This design comes from an exercise in tuning for small area and a short achievable clock period on the open sky130 flow, not from production work.
RTL that was checked went through simulation tests only; none was proved equivalent to the original.
Only the layout flow was run in runs 1, 2, 5 and 6; the RTL was not checked for function there.

==> flow/design.v <==
module alu_unit(A, B, op, shamt, f16, f4, fsh, result, ne, lt, adder_err, sra_err, sll_err);
	input [31:0] A, B;
	input [4:0] op, shamt;
	input f16, f4, fsh;
	output [31:0] result;
	output ne, lt, adder_err, sra_err, sll_err;
	wire sub = (op == 5'd1);
	wire [31:0] Bn = B ^ {32{sub}};
	wire [32:0] c;
	wire [16:12] cf;
	wire [31:0] T;
	assign c[0] = sub;
	genvar j;
	generate for (j = 0; j < 32; j = j + 1) begin : add
		assign T[j] = A[j] ^ Bn[j] ^ c[j];
		assign c[j+1] = (A[j] & Bn[j]) | (A[j] & c[j]) | (Bn[j] & c[j]);
	end endgenerate
	assign cf[12] = c[12] ^ f16;
	generate for (j = 12; j < 16; j = j + 1) begin : fadd
		assign cf[j+1] = (A[j] & Bn[j]) | (A[j] & cf[j]) | (Bn[j] & cf[j]);
	end endgenerate
	wire [3:0] nib = A[15:12] ^ Bn[15:12] ^ cf[15:12];
	wire [31:0] S = {T[31:27], T[26] ^ f4, T[25:16], nib, T[11:0]};
	assign ne = |S;
	assign lt = (A[31] & ~B[31]) | (S[31] & ~A[31] & ~B[31]) | (S[31] & A[31] & B[31]);
	assign adder_err = f16 | f4;
	wire [4:0] sh = {shamt[4:1], shamt[0] ^ fsh};
	wire [31:0] Ar;
	genvar i;
	generate for (i = 0; i < 32; i = i + 1) begin : rv
		assign Ar[i] = A[31 - i];
	end endgenerate
	wire [31:0] X = op[0] ? A : Ar;
	wire fill = op[0] & A[31];
	wire [31:0] Y0 = sh[0] ? {fill, X[31:1]} : X;
	wire [31:0] Y1 = sh[1] ? {{2{fill}}, Y0[31:2]} : Y0;
	wire [31:0] Y2 = sh[2] ? {{4{fill}}, Y1[31:4]} : Y1;
	wire [31:0] Y3 = sh[3] ? {{8{fill}}, Y2[31:8]} : Y2;
	wire [31:0] Y = sh[4] ? {{16{fill}}, Y3[31:16]} : Y3;
	wire [31:0] Yr;
	generate for (i = 0; i < 32; i = i + 1) begin : rv2
		assign Yr[i] = Y[31 - i];
	end endgenerate
	wire hi0 = (op[4:3] == 2'b00);
	wire s_add = hi0 & (op[2:1] == 2'b00);
	wire s_and = hi0 & (op[2:0] == 3'd2);
	wire s_or = hi0 & (op[2:0] == 3'd3);
	wire s_sll = hi0 & (op[2:0] == 3'd4);
	wire s_sra = hi0 & (op[2:0] == 3'd5);
	assign result = ({32{s_add}} & S) | ({32{s_and}} & (A & B)) | ({32{s_or}} & (A | B)) |
	                ({32{s_sll}} & Yr) | ({32{s_sra}} & Y);
	wire [30:0] E = A[30:0] ^ A[31:1];
	wire [31:0] PZ, PE;      
	wire [30:0] SE;          
	assign PZ[0] = A[0];
	assign PE[0] = E[0];
	assign SE[30] = E[30];
	generate for (i = 1; i < 32; i = i + 1) begin : pz
		assign PZ[i] = PZ[i-1] | A[i];
	end endgenerate
	generate for (i = 1; i < 31; i = i + 1) begin : pe
		assign PE[i] = PE[i-1] | E[i];
		assign SE[30-i] = SE[31-i] | E[30-i];
	end endgenerate
	assign PE[31] = PE[30];
	wire [4:0] s0 = {shamt[4:1], 1'b0};
	assign sra_err = fsh & SE[s0];
	wire [4:0] m = 5'd31 - shamt;
	assign sll_err = fsh & (shamt[0] ? PE[m] : PZ[m]);
endmodule
module booth_mult(A, B, flip, prod, ovf);
	input [31:0] A;
	input [15:0] B;
	input flip;
	output [31:0] prod;
	output ovf;
	wire [31:0] acc [0:8];
	wire [1:0] pb [0:7];
	wire [16:0] bb = {B, 1'b0};
	assign acc[0] = 32'd0;
	genvar k;
	generate for (k = 0; k < 8; k = k + 1) begin : st
		wire [2:0] s = bb[2*k+2:2*k];
		wire neg = s[2] & ~(s[1] & s[0]);
		wire one = s[1] ^ s[0];
		wire two = (s == 3'd3) | (s == 3'd4);
		wire [31:0] M = (({32{one}} & A) | ({32{two}} & {A[30:0], 1'b0})) ^ {32{neg}};
		wire [31:0] sum;
		rca #(32) add(.a(acc[k]), .b(M), .ci(neg), .s(sum));
		assign pb[k] = sum[1:0];
		assign acc[k+1] = {sum[31], sum[31], sum[31:2]};
	end endgenerate
	wire [31:0] p = {acc[8][15:0], pb[7], pb[6], pb[5], pb[4], pb[3], pb[2], pb[1], pb[0]};
	assign prod = {p[31:8], p[7] ^ flip, p[6:0]};
	assign ovf = acc[8][30:15] != {16{A[31] ^ B[15]}};
endmodule
module rca(a, b, ci, s);
	parameter W = 32;
	input [W-1:0] a, b;
	input ci;
	output [W-1:0] s;
	wire [W:0] c;
	assign c[0] = ci;
	genvar i;
	generate for (i = 0; i < W; i = i + 1) begin : fa
		assign s[i] = a[i] ^ b[i] ^ c[i];
		assign c[i+1] = (a[i] & b[i]) | (a[i] & c[i]) | (b[i] & c[i]);
	end endgenerate
endmodule
module div_stage(rin, n, D, rout, q);
	parameter I = 31;
	localparam W = (32 - I) < 16 ? (32 - I) : 16;
	input [14:0] rin;
	input n;
	input [15:0] D;
	output [14:0] rout;
	output q;
	wire [W-1:0] t;
	generate if (W > 1) begin : wide
		assign t = {rin[W-2:0], n};
	end else begin : one
		assign t = n;
	end endgenerate
	wire [W-1:0] Dw = D[W-1:0];
	wire [W-1:0] g0 = ~t & Dw;
	wire [W-1:0] p0 = ~(t ^ Dw);
	localparam L = (W > 8) ? 4 : (W > 4) ? 3 : (W > 2) ? 2 : (W > 1) ? 1 : 0;
	wire [W-1:0] G [0:L];
	wire [W-1:0] P [0:L];
	assign G[0] = g0;
	assign P[0] = p0;
	genvar l, j;
	generate for (l = 0; l < L; l = l + 1) begin : lv
		for (j = 0; j < W; j = j + 1) begin : b
			if (((j >> l) & 1) == 1) begin : m
				assign G[l+1][j] = G[l][j] | (P[l][j] & G[l][((j >> l) << l) - 1]);
				assign P[l+1][j] = P[l][j] & P[l][((j >> l) << l) - 1];
			end else begin : c
				assign G[l+1][j] = G[l][j];
				assign P[l+1][j] = P[l][j];
			end
		end
	end endgenerate
	wire [W-1:0] bin;    
	generate if (W > 1) begin : bw
		assign bin = {G[L][W-2:0], 1'b0};
	end else begin : b1
		assign bin = 1'b0;
	end endgenerate
	wire hi_nz;
	generate if (W < 16) begin : nz
		assign hi_nz = |D[15:W];
	end else begin : z
		assign hi_nz = 1'b0;
	end endgenerate
	wire lt = hi_nz | G[L][W-1];
	assign q = ~lt;
	wire [W-1:0] d = ~p0 ^ bin;
	wire [W-1:0] rn = lt ? t : d;
	generate if (W < 16) begin : pad
		assign rout = {{(15-W){1'b0}}, rn};
	end else begin : trunc
		assign rout = rn[14:0];
	end endgenerate
endmodule
module csa31(x, y, z, s, c);
	input [4:0] x, y, z;
	output [4:0] s, c;
	wire [4:0] m = (x & y) | (x & z) | (y & z);
	assign s = x ^ y ^ z;
	assign c = {m[3:0], m[4]};
endmodule
module mul31(x, y, p);
	input [4:0] x, y;
	output [4:0] p;
	wire [4:0] p0 = y[0] ? x : 5'd0;
	wire [4:0] p1 = y[1] ? {x[3:0], x[4]} : 5'd0;
	wire [4:0] p2 = y[2] ? {x[2:0], x[4:3]} : 5'd0;
	wire [4:0] p3 = y[3] ? {x[1:0], x[4:2]} : 5'd0;
	wire [4:0] p4 = y[4] ? {x[0], x[4:1]} : 5'd0;
	wire [4:0] s1, c1, s2, c2, s3, c3;
	csa31 a1(p0, p1, p2, s1, c1);
	csa31 a2(s1, c1, p3, s2, c2);
	csa31 a3(s2, c2, p4, s3, c3);
	wire [5:0] t = {1'b0, s3} + {1'b0, c3};
	assign p = t[4:0] + {4'd0, t[5]};
endmodule
module residue_pre(rA, rB, rP, monly, donly, div, neg, c, m);
	input [4:0] rA, rB, rP;
	input monly, donly, div, neg;
	output [4:0] c, m;
	wire [4:0] pb;
	mul31 u_pb(donly ? rP : rA, rB, pb);
	wire [4:0] t1 = donly ? (neg ? ~pb : pb) : (div ? 5'd0 : pb);
	wire [4:0] t2 = monly ? ~rP : (div ? ~rA : 5'd0);
	wire [4:0] t3 = div ? 5'd27 : 5'd0;
	wire [4:0] u1, u2;
	csa31 a1(t1, t2, t3, u1, u2);
	wire [5:0] t = {1'b0, u1} + {1'b0, u2};
	assign c = t[4:0] + {4'd0, t[5]};
	assign m = monly ? 5'd30 : donly ? (neg ? ~rB : rB) : 5'd0;
endmodule
module residue_mid(c, m, pl, r, rn, dz, div, cs, cc, ms, mc);
	input [4:0] c, m, rn;
	input [4:1] pl;
	input [14:0] r;
	input dz, div;
	output [4:0] cs, cc, ms, mc;
	wire [4:0] q1 = pl[1] ? {m[3:0], m[4]} : 5'd0;
	wire [4:0] q2 = pl[2] ? {m[2:0], m[4:3]} : 5'd0;
	wire [4:0] q3 = pl[3] ? {m[1:0], m[4:2]} : 5'd0;
	wire [4:0] q4 = pl[4] ? {m[0], m[4:1]} : 5'd0;
	wire [4:0] s1, c1, s2, c2;
	csa31 a1(q1, q2, q3, s1, c1);
	csa31 a2(q4, c, s1, s2, c2);
	csa31 a3(s2, c2, c1, cs, cc);
	wire [4:0] t1, t2;
	csa31 a4(r[4:0], r[9:5], r[14:10], t1, t2);
	assign ms = ~div ? 5'd0 : dz ? rn : t1;
	assign mc = (~div | dz) ? 5'd0 : t2;
endmodule
module residue_post(cs, cc, ms, mc, m, p0, rB, k4, kf, kneg, remz, err);
	input [4:0] cs, cc, ms, mc, m, rB;
	input p0, k4, kf, kneg, remz;
	output err;
	wire [4:0] q0 = p0 ? m : 5'd0;
	wire [4:0] b4 = {rB[2:0], rB[4:3]};
	wire [4:0] b8 = {rB[1:0], rB[4:2]};
	wire [4:0] e0 = kf ? (k4 ? b8 : b4) : (k4 ? b4 : 5'd0);    
	wire [4:0] e1 = kf ? (k4 ? 5'd0 : ~b4) : (k4 ? b4 : 5'd0);  
	wire [4:0] e = kneg ? e1 : e0;
	wire [4:0] s1, c1, s2, c2, s3, c3, s4, c4, s5, c5;
	csa31 a1(cs, cc, ms, s1, c1);
	csa31 a2(mc, q0, s1, s2, c2);
	csa31 a3(c1, s2, c2, s3, c3);
	csa31 a4(s3, c3, e, s4, c4);
	csa31 a5(s4, c4, 5'd4, s5, c5);
	wire z0 = ((s4 ^ c4) == 5'd31) | ((s4 | c4) == 5'd0) | ((s4 & c4) == 5'd31);
	wire z4 = ((s5 ^ c5) == 5'd31) | ((s5 | c5) == 5'd0) | ((s5 & c5) == 5'd31);
	assign err = ~(remz ? z4 : z0);
endmodule
module res31(x, r);
	input [31:0] x;
	output [4:0] r;
	function [9:0] csa;
		input [4:0] a, b, c;
		reg [4:0] m;
		begin
			m = (a & b) | (a & c) | (b & c);
			csa = {m[3:0], m[4], a ^ b ^ c};
		end
	endfunction
	wire [9:0] u = csa(x[4:0], x[9:5], x[14:10]);
	wire [9:0] v = csa(x[19:15], x[24:20], x[29:25]);
	wire [9:0] w = csa(u[4:0], u[9:5], v[4:0]);
	wire [9:0] z = csa(w[4:0], w[9:5], v[9:5]);
	wire [9:0] y = csa(z[4:0], z[9:5], {3'd0, x[31:30]});
	wire [5:0] t = {1'b0, y[4:0]} + {1'b0, y[9:5]};
	assign r = t[4:0] + {4'd0, t[5]};
endmodule
module argus_exec(clk, a, b, alu_op, shamt, mult, div,
                  flip_adder16, flip_adder4, flip_shift, flip_mult, flip_div,
                  alu_result, alu_ne, alu_lt, adder_err, sra_err, sll_err,
                  md_result, md_remainder, md_exception, md_err, md_chk_en);
	input clk;
	input [31:0] a, b;
	input [4:0] alu_op, shamt;
	input mult, div;
	input flip_adder16, flip_adder4, flip_shift, flip_mult, flip_div;
	output reg [31:0] alu_result;
	output reg alu_ne, alu_lt, adder_err, sra_err, sll_err;
	output [31:0] md_result;
	output reg [31:0] md_remainder;
	output reg md_exception, md_chk_en;
	output md_err;
	parameter J = 3;     
	parameter R = 2;     
	wire [31:0] n0;
	wire [15:0] d0;
	abs_val #(32) u_an(.x(a), .y(n0));
	abs_val #(16) u_ad(.x(b[15:0]), .y(d0));
	wire [14:0] r0 [32-J:32];
	assign r0[32] = 15'd0;
	wire [31:32-J] q0;
	genvar i;
	generate for (i = 31; i >= 32 - J; i = i - 1) begin : s1
		div_stage #(.I(i)) st(.rin(r0[i+1]), .n(n0[i]), .D(d0), .rout(r0[i]), .q(q0[i]));
	end endgenerate
	reg [31:0] a_q, b_q;
	reg [4:0] op_q, shamt_q;
	reg mult_q, div_q;
	reg f_add16_q, f_add4_q, f_shift_q, f_mult_q, f_div_q;
	reg [J-1:0] dr_q;         
	reg [31:32-J] dq_q;       
	reg [31-J:32-J-R] dn_q;   
	reg [15:0] dd_q;          
	reg dz_q, dsg_q;          
	always @(posedge clk) begin
		a_q <= a;
		b_q <= b;
		op_q <= alu_op;
		shamt_q <= shamt;
		mult_q <= mult;
		div_q <= div;
		f_add16_q <= flip_adder16;
		f_add4_q <= flip_adder4;
		f_shift_q <= flip_shift;
		f_mult_q <= flip_mult;
		f_div_q <= flip_div;
		dr_q <= r0[32-J][J-1:0];
		dq_q <= q0;
		dn_q <= n0[31-J:32-J-R];
		dd_q <= d0;
		dz_q <= (b[15:0] == 16'd0);
		dsg_q <= a[31] ^ b[15];
	end
	wire [31:0] alu_res_x;
	wire alu_ne_x, alu_lt_x, adder_err_x, sra_err_x, sll_err_x;
	alu_unit u_alu(.A(a_q), .B(b_q), .op(op_q), .shamt(shamt_q),
	               .f16(f_add16_q), .f4(f_add4_q), .fsh(f_shift_q),
	               .result(alu_res_x), .ne(alu_ne_x), .lt(alu_lt_x),
	               .adder_err(adder_err_x), .sra_err(sra_err_x), .sll_err(sll_err_x));
	wire [31:0] prod;
	wire ovf;
	booth_mult u_mul(.A(a_q), .B(b_q[15:0]), .flip(f_mult_q), .prod(prod), .ovf(ovf));
	wire [14:0] r1 [0:32-J];
	assign r1[32-J] = {{(15-J){1'b0}}, dr_q};
	wire [31-J:0] q1;
	wire [31:0] n1;
	abs_val #(32) u_an1(.x(a_q), .y(n1));
	wire [31-J:0] dn = {dn_q, n1[31-J-R:0]};
	generate for (i = 31 - J; i >= 0; i = i - 1) begin : s2
		div_stage #(.I(i)) st(.rin(r1[i+1]), .n(dn[i]), .D(dd_q), .rout(r1[i]), .q(q1[i]));
	end endgenerate
	wire [31:0] nmag = {dr_q, dn};
	wire [31:0] qq = dz_q ? {31'h7fffffff, ~nmag[31]} : {dq_q, q1};
	wire [31:0] rem_x = dz_q ? nmag : {17'd0, r1[0]};
	wire monly = mult_q & ~div_q;
	wire donly = div_q & ~mult_q;
	wire [4:0] ra_x, rb_x, rp_x;
	wire [31:0] pre_x = monly ? prod : qq;
	res31 u_ra(.x(a_q), .r(ra_x));
	res31 u_rb(.x({16'd0, b_q[15:0]}), .r(rb_x));
	res31 u_rp(.x({pre_x[31:5], 5'd0}), .r(rp_x));
	wire [5:0] rna = {1'b0, ~ra_x} + 6'd4;
	wire [4:0] rn_x = a_q[31] ? (rna[4:0] + {4'd0, rna[5]}) : ra_x;
	wire neg_x = donly & dsg_q;
	wire [4:0] c_x, m_x, cs_x, cc_x, ms_x, mc_x;
	residue_pre u_rpre(.rA(ra_x), .rB(rb_x), .rP(rp_x), .monly(monly), .donly(donly),
	                   .div(div_q), .neg(neg_x), .c(c_x), .m(m_x));
	residue_mid u_rmid(.c(c_x), .m(m_x), .pl(pre_x[4:1]), .r(r1[0]), .rn(rn_x),
	                   .dz(dz_q), .div(div_q), .cs(cs_x), .cc(cc_x), .ms(ms_x), .mc(mc_x));
	reg [31:0] pre_q;         
	reg zero_q, neg_q, fdb_q, div2_q, pz_q;
	reg [4:0] rb_q, m_q, cs_q, cc_q, ms_q, mc_q;
	always @(posedge clk) begin
		alu_result <= alu_res_x;
		alu_ne <= alu_ne_x;
		alu_lt <= alu_lt_x;
		adder_err <= adder_err_x;
		sra_err <= sra_err_x;
		sll_err <= sll_err_x;
		pre_q <= pre_x;
		zero_q <= ~(monly | donly);
		neg_q <= neg_x;
		fdb_q <= donly & f_div_q;
		div2_q <= div_q;
		md_remainder <= rem_x;
		md_exception <= (div_q & dz_q) | (mult_q & ovf);
		md_chk_en <= mult_q | div_q;
		rb_q <= rb_x;
		m_q <= m_x;
		cs_q <= cs_x;
		cc_q <= cc_x;
		ms_q <= ms_x;
		mc_q <= mc_x;
		pz_q <= ~dz_q & ~(|{dq_q, q1});
	end
	wire [31:0] negpre = -pre_q;
	assign md_result = zero_q ? 32'd0 : ((neg_q ? negpre : pre_q) ^ {29'd0, fdb_q, 2'd0});
	wire b2 = neg_q ? (pre_q[2] ^ (pre_q[1] | pre_q[0])) : pre_q[2];
	residue_post u_rpost(.cs(cs_q), .cc(cc_q), .ms(ms_q), .mc(mc_q), .m(m_q), .p0(pre_q[0]),
	                     .rB(rb_q), .k4(neg_q & ~pz_q), .kf(fdb_q), .kneg(b2),
	                     .remz(div2_q & ~(|md_remainder)), .err(md_err));
endmodule
module abs_val(x, y);
	parameter W = 32;
	localparam L = (W > 16) ? 5 : (W > 8) ? 4 : (W > 4) ? 3 : 2;
	input [W-1:0] x;
	output [W-1:0] y;
	wire [W-1:0] o [0:L];
	assign o[0] = x;
	genvar l, j;
	generate for (l = 0; l < L; l = l + 1) begin : lv
		for (j = 0; j < W; j = j + 1) begin : b
			if (((j >> l) & 1) == 1) begin : m
				assign o[l+1][j] = o[l][j] | o[l][((j >> l) << l) - 1];
			end else begin : c
				assign o[l+1][j] = o[l][j];
			end
		end
	end endgenerate
	assign y = x ^ ({W{x[W-1]}} & {o[L][W-2:0], 1'b0});
endmodule
==> flow/flow/run.sh <==
#!/bin/bash
set -euo pipefail
export BUFFER_PORTS_ARGS="-buffer_cell sky130_fd_sc_hd__buf_2"
bash standard.sh finish > standard_flow.log 2>&1
==> flow/standard.sh <==
#!/bin/bash
# synth_recipe.tcl (not shown) runs the flow's synth.tcl, then flattens the netlist and writes it again
# the make line also repeats each setting of config.mk as NAME=value (left out here)
make -C /OpenROAD-flow-scripts/flow DESIGN_CONFIG=/design/flow/config.mk WORK_HOME=/design/flow/orfs CLKGATE_MAP_FILE= SYNTH_SCRIPT=/design/flow/synth_recipe.tcl "${@:-finish}"
==> flow/config.mk <==
export PLATFORM = sky130hd
export DESIGN_NAME = argus_exec
export DESIGN_NICKNAME = argus_exec
export VERILOG_FILES = /design/flow/design.v
export SDC_FILE = /design/flow/constraint.sdc
export NUM_CORES = 4
export LEC_CHECK = 0
export ABC_AREA = 1
export CAP_MARGIN = 50
export CORE_MARGIN = 2
export CORE_UTILIZATION = 50
export CTS_BUF_LIST = sky130_fd_sc_hd__clkbuf_8
export CTS_CLUSTER_DIAMETER = 60
export CTS_CLUSTER_SIZE = 12
export PLACE_DENSITY = 0.72
export SLEW_MARGIN = 70
==> flow/constraint.sdc <==
create_clock -name core_clock -period 250.0 [get_ports {clk}]
set_input_delay 50.0000 -clock core_clock [delete_from_list [all_inputs] [get_ports {clk}]]
set_output_delay 50.0000 -clock core_clock [all_outputs]
set_load 0.01 [all_outputs]
==> impl_metrics.yaml, run 1 <==
grt:
  grt_max_degree: 69
  antenna_found_initial: 5
  grt_pass1_vias: 43720
  grt_pass1_wl_um: 250000
  use_met3: 0.0584
  globalRouteOverflowTotal: 0
  grt_use_met1: 0.428
  gr-max-usage-layer: "met2"
  grtUsageMet2: 0.552
  grtUsageTotal: 0.336
drt:
  via_per_inst: 5.85
  wl_per_cell_um: 21.0
  num_vias: 45067
  drtAntennaViolNets: 0
  drt_iter0_drc: 4407
  drtPass1Iterations: 8
  wl_um: 162000
  drc: 0
worst_hold_path:
  whs_path_depth: 2
  hold_class: "reg -> reg"
critical_path:
  crit_path_end_kind: "output pin"
  critPathMaxFanout: 23
  critical_path.top_delay_family: "adder cells"
  cp.depth: 14
  cp.arrival_ps: 4590
  crit_path_cell_trace: "buf_4, clkinv_2, nor2_2, inv_1, nor2_1, nor2_1, a221oi_1, fa_1, ha_1, ha_1, nand3_1, o221ai_1, mux2i_1, buf_2"
  critical_path_class: "reg -> out"
  rr_worst_depth: 292
  cp.required_ps: 200000
  critical_path.slowest_cell: "fa_1"
  max_stage_delay_ps: 500
  crit_buf_inv: 4
  start_kind: "flip-flop"
cells_and_area:
  final_util: 0.545
  design_area_um2: 50800
  nFillCells: 8884
  nets: 7485
  fin_cells: 7705
  drive_gt1_frac: 0.109
  areaGrowthSynthToFinish_pct: 8.24
run:
  maxCapViolations: 0
yosys:
  synth.cells.most_frequent: "1260 x nand2_1, 785 x inv_1, 513 x ha_1, 460 x fa_1, 451 x nand3_1"
  synth_top_area_share: 0.196
  synthesis.instances: 6382
  seq_area_frac_synth: 0.104
  synth_top_area_cell: "fa_1"
  synth_most_common_cell: "nand2_1"
  netlist_area_um2: 46900
  synth.area.top_cells: "fa_1 20%, ha_1 14%, dfxtp_1 10%, nand2_1 10%, xor2_1 8.3%"
  yosysWarnings: 37
  async_flop_share: 0
  syn_nets: 7437
  ys_ff_latch: 244
  synth_edf_count: 0
  yosysUniqueCellTypes: 69
  synth_flop_cell: "dfxtp_1"
  synth.avg_cell_area_um2: 7.35
die:
  die_x_um: 310
  die_y_um: 310
  start_util: 0.504
  io_pins: 186
  coreArea_um2: 93200
  rows: 112
  die_area_um2: 96300
clock_tree:
  cts_tree: "yes"
  cts_resized: 0
  ctsHoldBuffers: 0
  cts_sinks: 244
  htree_levels: 1
  clock_latency_ps: 710
  clockRootBuffer: "clkbuf_8"
  path_clk_slew_ps: 70
  numCtsBuffers: 30
  cts_buffer_depth: 3
  post_cts_buffers: 0
place:
  pre_cts_slack_ps: 195330
  place_area_um2: 50000
  dp_hpwl_um: 130000
  place_congestion: 1.05
  dp_cells: 7649
  port_buffers: 185
timing:
  skew_ps: 58.3
  slew_violations: 0
  setup_violations: 0
  min_period_over_period: 0.218
  holdWs_ps: 433
  tns_ps: 0
  slew_headroom: 0.677
  fin_crit_ps: 54590
  max_freq_mhz: 18.3
  rsz0062_at_grt: "false"
  hold_violations: 0
  worst_slack_ps: 195410
  worstMarginPinSlew_ps: 480
outcome:
  status: "finished clean"
## sequential cells by signal, indices dropped and copies added (netlist names), 2 cells and up
signal        flops
op_q              5
a_q              32
rb_q              5
mc_q              5
dq_q              3
pre_q            32
md_remainder     32
dr_q              3
ms_q              5
cc_q              5
m_q               5
b_q              31
dn_q              2
dd_q             16
alu_result       32
shamt_q           5
cs_q              5
## per-layer routing
metal  part of all wire  wire (um)
met1               0.40      64500
met4              0.056       9150
met5                  0          0
met2               0.45      73500
met3              0.093      15000
## placed cells by master, fill, tap and decap left out, types with 17 or more instances in the layout
master       n
nand2_1   1239
inv_1      773
ha_1       512
fa_1       460
nand3_1    442
xor2_1     430
o21ai_0    275
a21oi_1    271
o22ai_1    256
nor2_1     250
dfxtp_1    198
buf_2      188
xnor2_1    108
or2_2      104
and2_1      94
buf_4       69
nand4_1     58
nor3_1      52
o21ai_1     48
dfxtp_2     42
a21o_1      35
clkbuf_8    35
a31oi_1     26
nor4_1      26
inv_2       20
o21bai_1    20
a32oi_1     20
buf_6       20
nand2_2     17
o211ai_1    17
clkinv_1    17
## logic make-up (layout without fill, tap and decap cells)
family	Yosys count	in the layout	synth area share
adder cells (fa/ha/maj)	973	973	0.333
flip-flops	244	244	0.104
AO/OA/AOI/OAI	1109	1109	0.140
AND/OR/NAND/NOR	2376	2376	0.224
other	0	5	0
buffers and inverters	1097	1161	0.0891
multiplexers	19	19	0.00405
XOR/XNOR	564	564	0.106
## area by class of cell
| class | count | area [um2] | area share |
|---|---|---|---|
| diodes | 5 | 12.5 | 0.000246 |
| clock buffers | 32 | 440 | 0.00867 |
| clock inverters | 16 | 163 | 0.00320 |
| inverters | 823 | 3120 | 0.0615 |
| multi-input cells | 5041 | 38700 | 0.761 |
| flip-flops and latches | 244 | 4950 | 0.0975 |
| well taps | 1254 | 1570 | 0.0309 |
| repair buffers | 290 | 1860 | 0.0366 |
## path summary, 6_finish.rpt
kind / from / end / slack, ps
max: neg_q / md_err / 195410
min: f_div_q / fdb_q / 430
max reg2reg: dd_q[1] / ms_q[0] / 196590
min reg2reg: f_div_q / fdb_q / 430
## worst reg2reg max path: cells and delay by family, from the launching register on
kind	cells	cell delay [ps]
AOI/OAI and AO/OA	50	10100
muxes	3	1150
buffers and inverters	37	7560
and+or+nand+nor	167	23370
adders and majority gates	33	10440
DFF	1	370
xor gates and xnor gates	2	230
==> run 2: changes to the inputs <==
--- a/flow/config.mk
+++ b/flow/config.mk
@@ -15,2 +15,2 @@
 export PLACE_DENSITY = 0.72
-export SLEW_MARGIN = 70
+export SLEW_MARGIN = 76
==> impl_metrics.yaml, run 2 <==
cells_and_area:
  areaGrowthSynthToFinish_pct: 10.7
  nets: 7519
  design_area_um2: 51900
  final_util: 0.557
  final_cell_mix: "1237 x nand2_1, 764 x inv_1, 511 x ha_1, 460 x fa_1, 440 x nand3_1"
  layout_commonest_cell: "nand2_1"
  drive_gt1_frac: 0.126
place:
  port_buffers: 185
  place_area_um2: 51000
  dp_hpwl_um: 131000
  place_congestion: 1.05
worst_hold_path:
  whs_path_depth: 2
  hold-path-endpoint: "fdb_q"
  hold_path_startpoint: "f_div_q"
  hold_class: "reg -> reg"
clock_tree:
  htree_levels: 1
  cts_tree: "yes"
  path_clk_slew_ps: 90
  post_cts_buffers: 0
  numCtsBuffers: 27
  clock_latency_ps: 680
  cts_sinks: 244
  clockRootBuffer: "clkbuf_8"
  ctsHoldBuffers: 0
  cts_resized: 0
  cts_buffer_depth: 3
yosys:
  synth.avg_cell_area_um2: 7.35
  seq_area_frac_synth: 0.104
  synth_edf_count: 0
  syn_nets: 7437
  yosysUniqueCellTypes: 69
  synth.cells.most_frequent: "1260 x nand2_1, 785 x inv_1, 513 x ha_1, 460 x fa_1, 451 x nand3_1"
  synth_flop_cell: "dfxtp_1"
  synthesis.instances: 6382
  synth_top_area_share: 0.196
  synth_most_common_cell: "nand2_1"
  synth.area.top_cells: "fa_1 20%, ha_1 14%, dfxtp_1 10%, nand2_1 10%, xor2_1 8.3%"
  yosysWarnings: 37
  synth_top_area_cell: "fa_1"
  ys_ff_latch: 244
  netlist_area_um2: 46900
  async_flop_share: 0
grt:
  grtUsageTotal: 0.337
  grt_pass1_wl_um: 251000
  grt_max_degree: 69
  antenna_found_initial: 6
  globalRouteOverflowTotal: 0
  grt_pass1_vias: 44164
critical_path:
  start_kind: "flip-flop"
  r2r-start: "dd_q[0]"
  crit_path_end_kind: "output pin"
  critical_path_class: "reg -> out"
  r2r-end: "ms_q[1]"
  cp.required_ps: 200000
  critPathMaxFanout: 23
  rr_worst_depth: 289
  worst-r2r-setup-slack_ps: 197160
  cp.arrival_ps: 4730
outcome:
  status: "finished clean"
die:
  die_x_um: 310
  rows: 112
  start_util: 0.504
  die_y_um: 310
  die_area_um2: 96300
  coreArea_um2: 93200
  io_pins: 186
drt:
  wl_um: 163000
  wl_per_cell_um: 21.1
  drtPass1Iterations: 6
  via_per_inst: 5.86
  drt_iter0_drc: 4711
  drtAntennaViolNets: 0
  num_vias: 45306
  drc: 0
timing:
  max_freq_mhz: 18.3
  rsz0062_at_grt: "false"
  tns_ps: 0
  slew_headroom: 0.740
  skew_ps: 63.4
  slew_violations: 0
  min_period_over_period: 0.219
  fin_crit_ps: 54730
  setup_violations: 0
  hold_violations: 0
  worstMarginPinSlew_ps: 387
run:
  maxCapViolations: 0
-- run 2: final cells by class --
class	instances	area, um2
antenna	5	12.5
clock buffer	29	399
clock inverter	13	75.1
fill	8825	41200
inverter	823	3170
multi-input combinational	5041	39300
sequential	244	4990
tap	1254	1570
timing repair buffer	327	2400
-- run 2: logic make-up (layout without fill, tap and decap cells) --
| group | count (synthesis) | in the layout | synth area share |
|---|---|---|---|
| other | 0 | 5 | 0 |
| XOR/XNOR | 564 | 564 | 0.106 |
| multiplexers | 19 | 19 | 0.00405 |
| AND/OR/NAND/NOR | 2376 | 2376 | 0.224 |
| flip-flops | 244 | 244 | 0.104 |
| buffers and inverters | 1097 | 1192 | 0.0891 |
| adder cells (fa/ha/maj) | 973 | 973 | 0.333 |
| AO/OA/AOI/OAI | 1109 | 1109 | 0.140 |
-- run 2: critical path, stage by stage, from the launching register on --
cell and delay [ps]:
dfxtp_1 310, buf_4 290, clkinv_4 250, nor2_1 140, nand2_1 60, nand2_1 150, inv_1 100, nor2_2 270
a211oi_1 80, a221oi_1 210, clkdlybuf4s50_1 580, fa_1 450, ha_1 330, ha_1 200, nand3_1 80, nand3b_1 110
o221ai_1 140, mux2i_1 170, buf_2 180
-- run 2: worst max path at each step --
| stage | start | to | slack (ps) |
|---|---|---|---|
| finish | neg_q | md_err | 195270 |
| global placement | dd_q[0] | ms_q[2] | 190900 |
| detailed placement | b[0] | dr_q[1] | 195780 |
| CTS | neg_q | md_err | 195250 |
| global route | dd_q[0] | ms_q[4] | 192470 |
| floorplan | b[0] | dr_q[1] | 196480 |
-- run 2: routing by layer --
layer,GRT usage,routed length [um],vias up
li1,-,-,21189
met1,0.428,64400,21589
met2,0.555,73900,2038
met3,0.0550,14900,488
met4,0.170,10100,2
met5,0,13,-
-- run 2: through the flow --
| stage | worst slack, ps | hold WS (ps) | cells |
|---|---|---|---|
| floorplan | 196480 | 390 | 6382 |
| global placement | 190900 | 431 | 7641 |
| detailed placement | 195780 | 420 | 7681 |
| CTS | 195250 | 441 | 7723 |
| global route | 192470 | 468 | 7733 |
| finish | 195270 | 438 | 7736 |
==> run 3: changes to the inputs <==
--- a/flow/design.v
+++ b/flow/design.v
@@ -273,4 +273,4 @@
 	output reg [31:0] md_remainder;
-	output reg md_exception, md_chk_en;
-	output md_err;
+	output reg md_exception;
+	output md_err, md_chk_en;
 	parameter J = 3;     
@@ -354,3 +354,3 @@
 	reg zero_q, neg_q, fdb_q, div2_q, pz_q;
-	reg [4:0] rb_q, m_q, cs_q, cc_q, ms_q, mc_q;
+	reg [4:0] m_q, cs_q, cc_q, ms_q, mc_q;
 	always @(posedge clk) begin
@@ -369,4 +369,2 @@
 		md_exception <= (div_q & dz_q) | (mult_q & ovf);
-		md_chk_en <= mult_q | div_q;
-		rb_q <= rb_x;
 		m_q <= m_x;
@@ -378,2 +376,3 @@
 	end
+	assign md_chk_en = ~zero_q | div2_q;
 	wire [31:0] negpre = -pre_q;
@@ -382,3 +381,3 @@
 	residue_post u_rpost(.cs(cs_q), .cc(cc_q), .ms(ms_q), .mc(mc_q), .m(m_q), .p0(pre_q[0]),
-	                     .rB(rb_q), .k4(neg_q & ~pz_q), .kf(fdb_q), .kneg(b2),
+	                     .rB(neg_q ? ~m_q : m_q), .k4(neg_q & ~pz_q), .kf(fdb_q), .kneg(b2),
 	                     .remz(div2_q & ~(|md_remainder)), .err(md_err));
--- a/flow/config.mk
+++ b/flow/config.mk
@@ -15,2 +15,2 @@
 export PLACE_DENSITY = 0.72
-export SLEW_MARGIN = 76
+export SLEW_MARGIN = 65
==> impl_metrics.yaml, run 3 <==
critical_path:
  r2r-end: "ms_q[3]"
  cp.depth: 298
  crit_end: "ms_q[3]"
  critPathMaxFanout: 26
  worst-r2r-setup-slack_ps: 194450
  r2r-start: "dd_q[15]"
  cp.arrival_ps: 56070
  rr_worst_depth: 298
  start_kind: "flip-flop"
  critical_path.top_delay_family: "simple AND/OR/NAND/NOR gates"
  critical_path.slowest_cell: "a2111oi_1"
  path_common_cell: "nand2_1"
  crit_path_end_kind: "flip-flop"
  max_stage_delay_ps: 500
  crit_path_start: "dd_q[15]"
  cp.required_ps: 250520
  crit_buf_inv: 39
  critical_path_class: "reg -> reg"
cells_and_area:
  fin_cells: 7699
  final_util: 0.538
  layout_commonest_cell: "nand2_1"
  areaGrowthSynthToFinish_pct: 7.06
  nets: 7486
  final_cell_mix: "1225 x nand2_1, 772 x inv_1, 511 x ha_1, 460 x fa_1, 446 x nand3_1"
  nFillCells: 9144
  drive_gt1_frac: 0.0950
  regArea_um2: 4800
  multiInputGateArea_um2: 38200
yosys:
  synth_flop_cell: "dfxtp_1"
  seq_area_frac_synth: 0.102
  synth_edf_count: 0
  yosysUniqueCellTypes: 63
  synth.cells.most_frequent: "1244 x nand2_1, 787 x inv_1, 512 x ha_1, 460 x fa_1, 452 x nand3_1"
  synthesis.instances: 6390
  async_flop_share: 0
  syn_nets: 7444
  synth.avg_cell_area_um2: 7.32
  synth_top_area_share: 0.197
  synth_top_area_cell: "fa_1"
  synth.area.top_cells: "fa_1 20%, ha_1 14%, dfxtp_1 10%, nand2_1 10%, xor2_1 8.1%"
  netlist_area_um2: 46800
  synth_most_common_cell: "nand2_1"
  ys_ff_latch: 238
  yosysWarnings: 37
place:
  pre_cts_slack_ps: 195230
  port_buffers: 185
  dp_cells: 7655
  place_congestion: 1.02
  dp_hpwl_um: 126000
clock_tree:
  clock_latency_ps: 680
  cts_resized: 0
  ctsHoldBuffers: 0
  numCtsBuffers: 28
  clockRootBuffer: "clkbuf_8"
  cts_tree: "yes"
  cts_sinks: 238
  path_clk_slew_ps: 80
  post_cts_buffers: 0
  htree_levels: 1
  cts_buffer_depth: 3
timing:
  tns_ps: 0
  hold_violations: 0
  max_freq_mhz: 18.0
  worstMarginPinSlew_ps: 567
  slew_violations: 0
  min_period_over_period: 0.222
  worst_slack_ps: 194450
  rsz0062_at_grt: "false"
  setup_violations: 0
  skew_ps: 45.4
  fin_crit_ps: 55550
  slew_headroom: 0.622
die:
  start_util: 0.502
  die_y_um: 310
  rows: 112
  die_x_um: 310
  coreArea_um2: 93000
  io_pins: 186
  die_area_um2: 96000
worst_hold_path:
  hold_class: "reg -> reg"
drt:
  drt_iter0_drc: 4043
  wl_per_cell_um: 20.2
  num_vias: 44506
  drtPass1Iterations: 8
  wl_um: 155000
  drtAntennaViolNets: 0
  via_per_inst: 5.78
  drc: 0
grt:
  grt_pass1_vias: 42239
  antenna_found_initial: 6
  globalRouteOverflowTotal: 0
  grt_max_degree: 69
  grtUsageTotal: 0.320
  grt_pass1_wl_um: 240000
run:
  maxCapViolations: 0
outcome:
  status: "finished clean"
run 3: per-stage QoR:
| step | cell area [um2] | hold slack, ps |
|---|---|---|
| 6_report | 50100 | 484 |
| 5_1_grt | 50100 | 531 |
| 4_1_cts | 49900 | 485 |
| 3_5_place_dp | 49400 | 474 |
| 3_3_place_gp | 49000 | 471 |
| 2_1_floorplan | 46800 | 390 |
run 3: cells by family (layout without fill, tap and decap cells):
family          count (synthesis)  after routing  share of synthesized area
compound gates               1136           1136                      0.142
xor+xnor                      565            565                      0.106
fa+ha+maj                     972            972                      0.334
buf+inv                      1103           1157                     0.0894
flops                         238            238                      0.102
mux                            22             22                    0.00471
other cells                     0              1                          0
simple gates                 2354           2354                      0.222
run 3: cell type report:
type,instances,share of cell area
diodes,1,0.0000500
clock buffers,29,0.00797
clock inverters,13,0.00280
inverters,822,0.0622
multi-input cells,5049,0.764
flip-flops and latches,238,0.0959
well taps,1254,0.0313
repair buffers,293,0.0359
run 3: worst min-delay path by stage:
stage	from	end	slack (ps)	cells after the start
3_5_place_dp	dr_q[1]	md_remainder[30]	470	2
6_report	dr_q[1]	md_remainder[30]	480	2
4_1_cts	dr_q[1]	md_remainder[30]	480	2
2_1_floorplan	f_div_q	fdb_q	390	2
5_1_grt	dr_q[1]	md_remainder[30]	530	2
3_3_place_gp	dn_q[28]	md_remainder[28]	470	2
run 3: worst min-delay path: cells and delay by family, from the launching register on:
kind / cells / cell delay (ps)
flops: 1 / 340
simple gates: 1 / 70
buf+inv: 1 / 30
run 3: metal layers:
layer | global-route usage | part of all wire
met5 | 0 | 0.00026
met4 | 0.141 | 0.053
met3 | 0.0556 | 0.088
met2 | 0.514 | 0.45
met1 | 0.420 | 0.41
==> run 4: changes to the inputs <==
--- a/flow/config.mk
+++ b/flow/config.mk
@@ -15,2 +15,2 @@
 export PLACE_DENSITY = 0.72
-export SLEW_MARGIN = 65
+export SLEW_MARGIN = 70
==> impl_metrics.yaml, run 4 <==
drt:
  via_per_inst: 5.79
  wl_per_cell_um: 20.2
  drc: 0
  num_vias: 44643
  drt_iter0_drc: 3980
  wl_um: 156000
  drtAntennaViolNets: 0
  drtPass1Iterations: 7
timing:
  tns_ps: 0
  max_freq_mhz: 18.4
  skew_ps: 26.3
  setup_violations: 0
  min_period_over_period: 0.218
  slew_headroom: 0.641
  slew_violations: 0
  fin_crit_ps: 54430
  holdWs_ps: 485
  hold_violations: 0
  worstMarginPinSlew_ps: 532
  rsz0062_at_grt: "false"
die:
  io_pins: 186
  rows: 112
  start_util: 0.502
  die_x_um: 310
  die_area_um2: 96000
  die_y_um: 310
  coreArea_um2: 93000
place:
  port_buffers: 185
  place_congestion: 1.02
  dp_hpwl_um: 126000
  place_area_um2: 49700
cells_and_area:
  nFillCells: 9008
  drive_gt1_frac: 0.101
  final_cell_mix: "1223 x nand2_1, 770 x inv_1, 511 x ha_1, 460 x fa_1, 444 x nand3_1"
  areaGrowthSynthToFinish_pct: 7.91
  design_area_um2: 50500
  nets: 7492
  layout_commonest_cell: "nand2_1"
grt:
  grtUsageTotal: 0.322
  grt_max_degree: 69
  globalRouteOverflowTotal: 0
  grt_pass1_wl_um: 242000
  antenna_found_initial: 8
  grt_pass1_vias: 42697
critical_path:
  crit_path_end_kind: "output pin"
  critPathMaxFanout: 33
  cp.arrival_ps: 4430
  worst-r2r-setup-slack_ps: 196700
  start_kind: "flip-flop"
  critical_path_class: "reg -> out"
  cp.required_ps: 200000
clock_tree:
  ctsHoldBuffers: 0
  cts_buffer_depth: 3
  htree_levels: 1
  clockRootBuffer: "clkbuf_8"
  cts_sinks: 238
  clock_latency_ps: 680
  cts_resized: 0
  post_cts_buffers: 0
  numCtsBuffers: 28
  path_clk_slew_ps: 80
  cts_tree: "yes"
yosys:
  synth_flop_cell: "dfxtp_1"
  async_flop_share: 0
  synth.cells.most_frequent: "1244 x nand2_1, 787 x inv_1, 512 x ha_1, 460 x fa_1, 452 x nand3_1"
  syn_nets: 7444
  seq_area_frac_synth: 0.102
  synthesis.instances: 6390
  synth.area.top_cells: "fa_1 20%, ha_1 14%, dfxtp_1 10%, nand2_1 10%, xor2_1 8.1%"
  synth_top_area_cell: "fa_1"
  netlist_area_um2: 46800
  ys_ff_latch: 238
  synth.avg_cell_area_um2: 7.32
  synth_edf_count: 0
  synth_top_area_share: 0.197
  synth_most_common_cell: "nand2_1"
  yosysUniqueCellTypes: 63
  yosysWarnings: 37
worst_hold_path:
  hold_class: "reg -> reg"
outcome:
  status: "finished clean"
run:
  maxCapViolations: 0
run 4: cell count changes in the layout (fill, tap and decap cells not counted), moves of 8 or more:
cell / before / now
o21ai_0: 325 / 313
nand2_4: 2 / 13
o21ai_1: 31 / 42
nand2_2: 22 / 13
clkinv_2: 12 / 20
xor2_2: 17 / 9
xor2_4: 1 / 9
run 4: final cells by class:
class,instances,area (um2),area share
diodes,4,10.0,0.000198
clock buffers,29,399,0.00791
clock inverters,14,120,0.00238
inverters,822,3140,0.0621
multi-input cells,5049,38500,0.764
flip-flops and latches,238,4810,0.0953
well taps,1254,1570,0.0311
repair buffers,299,1870,0.0371
run 4: critical path, stage by stage (launching register included):
cell and delay (ps):
dfxtp_1 320, buf_4 330, clkinv_2 390, nor2_1 180
nand2_1 70, nand2_1 140, inv_1 70, nor2_1 130
inv_1 110, o221a_2 300, fa_1 460, ha_1 330
inv_1 60, ha_1 190, nand3_1 80, nand3b_1 110
o221ai_1 130, mux2i_1 140, buf_2 180
run 4: kinds of logic (layout without fill, tap and decap cells):
logic type / Yosys count / after routing / synth area share
and+or+nand+nor: 2354 / 2354 / 0.222
xor gates and xnor gates: 565 / 565 / 0.106
DFF: 238 / 238 / 0.102
buffers and inverters: 1103 / 1164 / 0.0894
adders and majority gates: 972 / 972 / 0.334
AOI/OAI and AO/OA: 1136 / 1136 / 0.142
muxes: 22 / 22 / 0.00471
other: 0 / 4 / 0
run 4: layer usage:
metal | up-vias | track usage | wire length, um
li1 | 21158 | - | -
met1 | 21200 | 0.420 | 63600
met2 | 1828 | 0.517 | 69800
met3 | 447 | 0.0613 | 14000
met4 | 10 | 0.147 | 8260
met5 | - | 0 | 70
run 4: path summary, 6_finish.rpt:
path	startpoint	to	cells past startpoint
setup reg to reg	dd_q[15]	ms_q[3]	298
setup / recovery	neg_q	md_err	18
hold reg to reg	dr_q[1]	md_remainder[30]	2
hold / removal	dr_q[1]	md_remainder[30]	2
run 4: metrics by stage:
step	cells	setup WS, ps	util
2_1_floorplan	6390	196520	-
3_3_place_gp	7650	190820	0.527
3_5_place_dp	7661	195850	0.534
4_1_cts	7704	195520	0.540
5_1_grt	7707	191500	0.542
6_report	7709	195570	0.542
==> run 5: changes to the inputs <==
--- a/flow/design.v
+++ b/flow/design.v
@@ -109,3 +109,3 @@
 endmodule
-module div_stage(rin, n, D, rout, q);
+module div_stage(rin, n, D, rout, q, tt, dt, lto);
 	parameter I = 31;
@@ -117,2 +117,4 @@
 	output q;
+	output [14:0] tt, dt;
+	output lto;
 	wire [W-1:0] t;
@@ -159,6 +161,11 @@
 	wire [W-1:0] rn = lt ? t : d;
+	assign lto = lt;
 	generate if (W < 16) begin : pad
 		assign rout = {{(15-W){1'b0}}, rn};
+		assign tt = {{(15-W){1'b0}}, t};
+		assign dt = {{(15-W){1'b0}}, d};
 	end else begin : trunc
 		assign rout = rn[14:0];
+		assign tt = t[14:0];
+		assign dt = d[14:0];
 	end endgenerate
@@ -191,5 +198,6 @@
 	output [4:0] c, m;
-	wire [4:0] pb;
-	mul31 u_pb(donly ? rP : rA, rB, pb);
-	wire [4:0] t1 = donly ? (neg ? ~pb : pb) : (div ? 5'd0 : pb);
+	wire [4:0] ab, pb;
+	mul31 u_ab(rA, rB, ab);
+	mul31 u_pb(rP, rB, pb);
+	wire [4:0] t1 = donly ? (neg ? ~pb : pb) : (div ? 5'd0 : ab);
 	wire [4:0] t2 = monly ? ~rP : (div ? ~rA : 5'd0);
@@ -202,7 +210,7 @@
 endmodule
-module residue_mid(c, m, pl, r, rn, dz, div, cs, cc, ms, mc);
+module residue_mid(c, m, pl, rt, rd, lt, rn, dz, div, cs, cc, ms, mc);
 	input [4:0] c, m, rn;
 	input [4:1] pl;
-	input [14:0] r;
-	input dz, div;
+	input [14:0] rt, rd;     
+	input lt, dz, div;
 	output [4:0] cs, cc, ms, mc;
@@ -216,6 +224,9 @@
 	csa31 a3(s2, c2, c1, cs, cc);
-	wire [4:0] t1, t2;
-	csa31 a4(r[4:0], r[9:5], r[14:10], t1, t2);
-	assign ms = ~div ? 5'd0 : dz ? rn : t1;
-	assign mc = (~div | dz) ? 5'd0 : t2;
+	wire [4:0] ts, tc, ds, dc;
+	csa31 a4(rt[4:0], rt[9:5], rt[14:10], ts, tc);
+	csa31 a5(rd[4:0], rd[9:5], rd[14:10], ds, dc);
+	wire [4:0] ms0 = lt ? ts : ds;
+	wire [4:0] mc0 = lt ? tc : dc;
+	assign ms = ~div ? 5'd0 : dz ? rn : ms0;
+	assign mc = (~div | dz) ? 5'd0 : mc0;
 endmodule
@@ -273,4 +284,4 @@
 	output reg [31:0] md_remainder;
-	output reg md_exception;
-	output md_err, md_chk_en;
+	output reg md_exception, md_chk_en;
+	output md_err;
 	parameter J = 3;     
@@ -286,3 +297,4 @@
 	generate for (i = 31; i >= 32 - J; i = i - 1) begin : s1
-		div_stage #(.I(i)) st(.rin(r0[i+1]), .n(n0[i]), .D(d0), .rout(r0[i]), .q(q0[i]));
+		div_stage #(.I(i)) st(.rin(r0[i+1]), .n(n0[i]), .D(d0), .rout(r0[i]), .q(q0[i]),
+		                      .tt(), .dt(), .lto());
 	end endgenerate
@@ -331,5 +343,10 @@
 	wire [31-J:0] dn = {dn_q, n1[31-J-R:0]};
-	generate for (i = 31 - J; i >= 0; i = i - 1) begin : s2
-		div_stage #(.I(i)) st(.rin(r1[i+1]), .n(dn[i]), .D(dd_q), .rout(r1[i]), .q(q1[i]));
+	wire [14:0] lt_t, lt_d;
+	wire lt_0;
+	generate for (i = 31 - J; i >= 1; i = i - 1) begin : s2
+		div_stage #(.I(i)) st(.rin(r1[i+1]), .n(dn[i]), .D(dd_q), .rout(r1[i]), .q(q1[i]),
+		                      .tt(), .dt(), .lto());
 	end endgenerate
+	div_stage #(.I(0)) st0(.rin(r1[1]), .n(dn[0]), .D(dd_q), .rout(r1[0]), .q(q1[0]),
+	                       .tt(lt_t), .dt(lt_d), .lto(lt_0));
 	wire [31:0] nmag = {dr_q, dn};
@@ -350,3 +367,3 @@
 	                   .div(div_q), .neg(neg_x), .c(c_x), .m(m_x));
-	residue_mid u_rmid(.c(c_x), .m(m_x), .pl(pre_x[4:1]), .r(r1[0]), .rn(rn_x),
+	residue_mid u_rmid(.c(c_x), .m(m_x), .pl(pre_x[4:1]), .rt(lt_t), .rd(lt_d), .lt(lt_0), .rn(rn_x),
 	                   .dz(dz_q), .div(div_q), .cs(cs_x), .cc(cc_x), .ms(ms_x), .mc(mc_x));
@@ -354,3 +371,3 @@
 	reg zero_q, neg_q, fdb_q, div2_q, pz_q;
-	reg [4:0] m_q, cs_q, cc_q, ms_q, mc_q;
+	reg [4:0] rb_q, m_q, cs_q, cc_q, ms_q, mc_q;
 	always @(posedge clk) begin
@@ -369,2 +386,4 @@
 		md_exception <= (div_q & dz_q) | (mult_q & ovf);
+		md_chk_en <= mult_q | div_q;
+		rb_q <= rb_x;
 		m_q <= m_x;
@@ -376,3 +395,2 @@
 	end
-	assign md_chk_en = ~zero_q | div2_q;
 	wire [31:0] negpre = -pre_q;
@@ -381,3 +399,3 @@
 	residue_post u_rpost(.cs(cs_q), .cc(cc_q), .ms(ms_q), .mc(mc_q), .m(m_q), .p0(pre_q[0]),
-	                     .rB(neg_q ? ~m_q : m_q), .k4(neg_q & ~pz_q), .kf(fdb_q), .kneg(b2),
+	                     .rB(rb_q), .k4(neg_q & ~pz_q), .kf(fdb_q), .kneg(b2),
 	                     .remz(div2_q & ~(|md_remainder)), .err(md_err));
--- a/flow/config.mk
+++ b/flow/config.mk
@@ -11,3 +11,3 @@
 export CORE_UTILIZATION = 50
-export CTS_BUF_LIST = sky130_fd_sc_hd__clkbuf_8
+export CTS_BUF_LIST = sky130_fd_sc_hd__clkbuf_4 sky130_fd_sc_hd__clkbuf_8 sky130_fd_sc_hd__clkbuf_16
 export CTS_CLUSTER_DIAMETER = 60
==> impl_metrics.yaml, run 5 <==
outcome:
  status: "finished clean"
yosys:
  yosysWarnings: 37
  synth_flop_cell: "dfxtp_1"
  synth_top_area_cell: "fa_1"
  ys_ff_latch: 244
  yosysUniqueCellTypes: 63
  netlist_area_um2: 47900
  synth.area.top_cells: "fa_1 20%, ha_1 14%, dfxtp_1 10%, nand2_1 10%, xor2_1 8.1%"
  synth_most_common_cell: "nand2_1"
  async_flop_share: 0
  synth_top_area_share: 0.201
  synthesis.instances: 6536
  synth_edf_count: 0
  syn_nets: 7618
  synth.avg_cell_area_um2: 7.32
  seq_area_frac_synth: 0.102
  synth.cells.most_frequent: "1288 x nand2_1, 859 x inv_1, 519 x ha_1, 481 x fa_1, 449 x nand3_1"
worst_hold_path:
  hold_class: "reg -> reg"
  whs_path_depth: 2
die:
  coreArea_um2: 94900
  die_x_um: 313
  die_y_um: 313
  start_util: 0.505
  io_pins: 186
  rows: 113
  die_area_um2: 98200
timing:
  skew_ps: 40.2
  worstMarginPinSlew_ps: 457
  slew_headroom: 0.686
  min_period_over_period: 0.225
  fin_crit_ps: 56320
  rsz0062_at_grt: "false"
  tns_ps: 0
  slew_violations: 0
  setup_violations: 0
  max_freq_mhz: 17.8
  hold_violations: 0
cells_and_area:
  nets: 7684
  areaGrowthSynthToFinish_pct: 9.16
  layout_commonest_cell: "nand2_1"
  drive_gt1_frac: 0.108
  fin_cells: 7885
  design_area_um2: 52200
  final_cell_mix: "1269 x nand2_1, 844 x inv_1, 516 x ha_1, 481 x fa_1, 442 x nand3_1"
  final_util: 0.551
grt:
  globalRouteOverflowTotal: 0
  grt_pass1_vias: 44746
  grt_pass1_wl_um: 256000
  grt_max_degree: 69
  grtUsageTotal: 0.333
  antenna_found_initial: 7
clock_tree:
  post_cts_buffers: 0
  numCtsBuffers: 34
  cts_sinks: 244
  ctsHoldBuffers: 0
  htree_levels: 2
  cts_tree: "yes"
  clockRootBuffer: "clkbuf_16"
  cts_buffer_depth: 3
  path_clk_slew_ps: 60
  clock_latency_ps: 570
  cts_resized: 0
place:
  dp_cells: 7828
  place_congestion: 1.06
  dp_hpwl_um: 132000
  port_buffers: 185
  place_area_um2: 50800
critical_path:
  cp.required_ps: 250410
  crit_path_end_kind: "flip-flop"
  start_kind: "flip-flop"
  path_common_cell: "nand2_1"
  cp.arrival_ps: 56740
  critical_path_class: "reg -> reg"
  rr_worst_depth: 325
  max_stage_delay_ps: 520
  critPathMaxFanout: 25
  critical_path.slowest_cell: "dfxtp_4"
run:
  maxCapViolations: 0
drt:
  drtPass1Iterations: 6
  drc: 0
  drtAntennaViolNets: 0
  wl_um: 166000
  via_per_inst: 5.84
  wl_per_cell_um: 21.0
  num_vias: 46051
  drt_iter0_drc: 4125
==> run 5: area by class of cell <==
class / count / area, um2
Sequential cell: 244 / 4930
Clock inverter: 14 / 174
Fill cell: 9119 / 42600
Tap cell: 1265 / 1580
Antenna cell: 1 / 2.50
Timing Repair Buffer: 306 / 1930
Inverter: 898 / 3420
Clock buffer: 39 / 947
Multi-Input combinational cell: 5118 / 39300
==> run 5: path summary, 6_finish.rpt <==
path | startpoint | to | slack [ps]
setup / recovery | dd_q[2] | ms_q[4] | 193680
hold / removal | f_div_q | fdb_q | 410
setup reg to reg | dd_q[2] | ms_q[4] | 193680
hold reg to reg | f_div_q | fdb_q | 410
==> run 5: logic make-up (layout without fill, tap and decap cells) <==
kind of cell / count (synthesis) / after routing / synth area share
xor gates and xnor gates: 555 / 555 / 0.102
adders and majority gates: 1000 / 1000 / 0.337
buffers and inverters: 1174 / 1257 / 0.0930
DFF: 244 / 244 / 0.102
AOI/OAI and AO/OA: 1122 / 1122 / 0.139
muxes: 15 / 15 / 0.00314
other: 0 / 1 / 0
and+or+nand+nor: 2426 / 2426 / 0.224
==> run 5: worst max-delay path, delay by kind of cell, from the launching register on <==
family / cells / cell delay [ps]
and+or+nand+nor: 179 / 23460
adders and majority gates: 34 / 11170
AOI/OAI and AO/OA: 56 / 10400
buffers and inverters: 51 / 9160
muxes: 2 / 760
DFF: 1 / 520
xor gates and xnor gates: 3 / 520
==> run 5: per-layer routing <==
| metal | part of all wire | GRT usage |
|---|---|---|
| met2 | 0.44 | 0.533 |
| met4 | 0.060 | 0.167 |
| met3 | 0.086 | 0.0598 |
| met5 | 0.00034 | 0 |
| met1 | 0.41 | 0.433 |
==> run 5: stage by stage <==
step	hold WS (ps)	setup slack, ps
5_1_grt	442	188400
3_5_place_dp	404	193270
4_1_cts	417	193070
6_report	414	193680
2_1_floorplan	390	196550
3_3_place_gp	400	189360
==> run 6: changes to the inputs <==
--- a/flow/design.v
+++ b/flow/design.v
@@ -286,3 +286,3 @@
 	output md_err;
-	parameter J = 3;     
+	parameter J = 4;     
 	parameter R = 2;     
@@ -371,3 +371,3 @@
 	reg zero_q, neg_q, fdb_q, div2_q, pz_q;
-	reg [4:0] rb_q, m_q, cs_q, cc_q, ms_q, mc_q;
+	reg [4:0] m_q, cs_q, cc_q, ms_q, mc_q;
 	always @(posedge clk) begin
@@ -387,3 +387,2 @@
 		md_chk_en <= mult_q | div_q;
-		rb_q <= rb_x;
 		m_q <= m_x;
@@ -399,3 +398,3 @@
 	residue_post u_rpost(.cs(cs_q), .cc(cc_q), .ms(ms_q), .mc(mc_q), .m(m_q), .p0(pre_q[0]),
-	                     .rB(rb_q), .k4(neg_q & ~pz_q), .kf(fdb_q), .kneg(b2),
+	                     .rB(neg_q ? ~m_q : m_q), .k4(neg_q & ~pz_q), .kf(fdb_q), .kneg(b2),
 	                     .remz(div2_q & ~(|md_remainder)), .err(md_err));
==> impl_metrics.yaml, run 6 <==
critical_path:
  critical_path_class: "in -> reg"
  crit_buf_inv: 5
  r2r-start: "dd_q[2]"
  start_kind: "primary input"
  crit_path_start: "a[7]"
  crit_path_end_kind: "flip-flop"
  crit_end: "dr_q[2]"
  cp.required_ps: 250490
  worst-r2r-setup-slack_ps: 195720
  cp.arrival_ps: 56230
  path_common_cell: "nand2_1"
  r2r-end: "ms_q[4]"
  rr_worst_depth: 328
  critPathMaxFanout: 5
  max_stage_delay_ps: 400
  critical_path.slowest_cell: "nor4_4"
  critical_path.top_delay_family: "simple AND/OR/NAND/NOR gates"
  cp.depth: 32
clock_tree:
  clockRootBuffer: "clkbuf_16"
  cts_buffer_depth: 3
  numCtsBuffers: 31
  post_cts_buffers: 0
  path_clk_slew_ps: 60
  htree_levels: 1
  cts_resized: 0
  cts_tree: "yes"
  clock_latency_ps: 630
  ctsHoldBuffers: 0
  cts_sinks: 241
grt:
  antenna_found_initial: 9
  grt_pass1_wl_um: 260000
  grtUsageTotal: 0.342
  globalRouteOverflowTotal: 0
  grt_max_degree: 69
  grt_pass1_vias: 45029
yosys:
  synth_most_common_cell: "nand2_1"
  synth.area.top_cells: "fa_1 20%, ha_1 14%, nand2_1 10%, dfxtp_1 10%, xor2_1 7.8%"
  synth_top_area_share: 0.202
  seq_area_frac_synth: 0.101
  yosysUniqueCellTypes: 68
  synth_top_area_cell: "fa_1"
  ys_ff_latch: 241
  synth.cells.most_frequent: "1309 x nand2_1, 858 x inv_1, 518 x ha_1, 481 x fa_1, 470 x nand3_1"
  synth_edf_count: 0
  yosysWarnings: 37
  synth.avg_cell_area_um2: 7.28
  syn_nets: 7642
  synthesis.instances: 6561
  synth_flop_cell: "dfxtp_1"
  async_flop_share: 0
  netlist_area_um2: 47800
die:
  coreArea_um2: 94900
  die_y_um: 313
  die_area_um2: 98000
  io_pins: 186
  start_util: 0.504
  die_x_um: 313
  rows: 113
drt:
  drc: 0
  drtPass1Iterations: 6
  drtAntennaViolNets: 0
  via_per_inst: 5.84
  drt_iter0_drc: 4632
  wl_um: 170000
  num_vias: 46120
  wl_per_cell_um: 21.5
cells_and_area:
  final_cell_mix: "1287 x nand2_1, 840 x inv_1, 515 x ha_1, 481 x fa_1, 463 x nand3_1"
  nets: 7692
  layout_commonest_cell: "nand2_1"
  regArea_um2: 4890
  drive_gt1_frac: 0.106
  areaGrowthSynthToFinish_pct: 9.23
  multiInputGateArea_um2: 39400
  design_area_um2: 52200
  nFillCells: 9086
timing:
  tns_ps: 0
  min_period_over_period: 0.223
  slew_violations: 0
  worstMarginPinSlew_ps: 472
  setup_violations: 0
  fin_crit_ps: 55740
  max_freq_mhz: 17.9
  rsz0062_at_grt: "false"
  slew_headroom: 0.683
  skew_ps: 22.5
  hold_violations: 0
worst_hold_path:
  hold_class: "reg -> reg"
  hold_path_startpoint: "f_div_q"
place:
  place_area_um2: 50900
  dp_hpwl_um: 134000
  port_buffers: 185
  place_congestion: 0.991
run:
  maxCapViolations: 0
outcome:
  status: "finished clean"
-- run 6: worst min-delay path by stage --
| stage | cells after the start | slack, ps | end |
|---|---|---|---|
| after floorplan | 2 | 390 | fdb_q |
| after global placement | 2 | 450 | fdb_q |
| after CTS | 2 | 440 | fdb_q |
| after detailed placement | 2 | 440 | fdb_q |
| after global routing | 2 | 460 | fdb_q |
| final | 2 | 450 | fdb_q |
-- run 6: metal layers --
layer / GRT usage / wire [um] / vias up
li1: - / - / 21615
met1: 0.444 / 68000 / 21839
met2: 0.550 / 76200 / 2202
met3: 0.0623 / 16400 / 458
met4: 0.164 / 9170 / 6
met5: 0 / 32 / -
-- run 6: cell type report --
| class | instances | share of cell area |
|---|---|---|
| multi-input cells | 5144 | 0.755 |
| flip-flops and latches | 241 | 0.0938 |
| inverters | 897 | 0.0656 |
| repair buffers | 296 | 0.0359 |
| well taps | 1265 | 0.0303 |
| clock buffers | 34 | 0.0154 |
| clock inverters | 15 | 0.00400 |
| diodes | 2 | 0.0000959 |
-- run 6: worst reg2reg max path: cells and delay by family (launching register included) --
family                   cells  cell delay (ps)
XOR/XNOR                     4              680
multiplexers                 2              730
flip-flops                   1              500
AND/OR/NAND/NOR            188            24070
adder cells (fa/ha/maj)     34            10860
AO/OA/AOI/OAI               52             9120
buffers and inverters       48             8220
-- run 6: metrics by stage --
stage          setup WS [ps]  utilization  cells  hold slack [ps]
2_1_floorplan         195170            -   6561              390
3_3_place_gp          190330        0.527   7831              449
3_5_place_dp          193800        0.537   7839              443
4_1_cts               194450        0.548   7888              444
5_1_grt               190270        0.550   7893              457
6_report              194260        0.550   7894              449
-- run 6: kinds of logic after synthesis --
logic type / after synthesis / share of synthesized area
AO/OA/AOI/OAI: 1109 / 0.136
XOR/XNOR: 554 / 0.102
adder cells (fa/ha/maj): 999 / 0.337
buffers and inverters: 1176 / 0.0929
flip-flops: 241 / 0.101
multiplexers: 18 / 0.00377
AND/OR/NAND/NOR: 2464 / 0.227

==> static timing again, ports no longer ideal <==
No port has a modelled driver above. Below, the same layouts with a new extraction and two added sets of constraints. Step 1 sets driving cells, clkbuf_16 on the clock port and buf_2 on the other inputs (assumed; they add their load-dependent delay and slew). Step 2 moves the port delays by t, midway between the first and last clock arrival at a register: inputs arrive t later, outputs are due t later. That takes back most of the time a late clock gives input paths. a / b / c = ideal / step 1 / step 2; a / b = the first two.
| run | shift t [ns] | slack for setup (ns) | hold WS [ns] | worst setup path at the end |
|---|---|---|---|---|
| run 1 | 0.740 | 195.411 / 195.356 / 195.491 | 0.433 / 0.433 / 0.433 | input to register |
| run 2 | 0.709 | 195.268 / 195.207 / 195.671 | 0.438 / 0.438 / 0.438 | input to register |
| run 3 | 0.720 | 194.447 / 194.447 / 194.447 | 0.484 / 0.484 / 0.484 | register to register |
| run 4 | 0.734 | 195.572 / 195.503 / 195.783 | 0.485 / 0.485 / 0.485 | input to register |
| run 5 | 0.615 | 193.677 / 193.677 / 193.677 | 0.414 / 0.414 / 0.414 | register to register |
| run 6 | 0.695 | 194.264 / 194.317 / 193.622 | 0.449 / 0.449 / 0.449 | input to register |
After both steps every run listed still meets setup and hold. For run 6, which loses most, drivers alone change the setup slack by +0.053 ns; drivers and shift together by -0.642 ns.
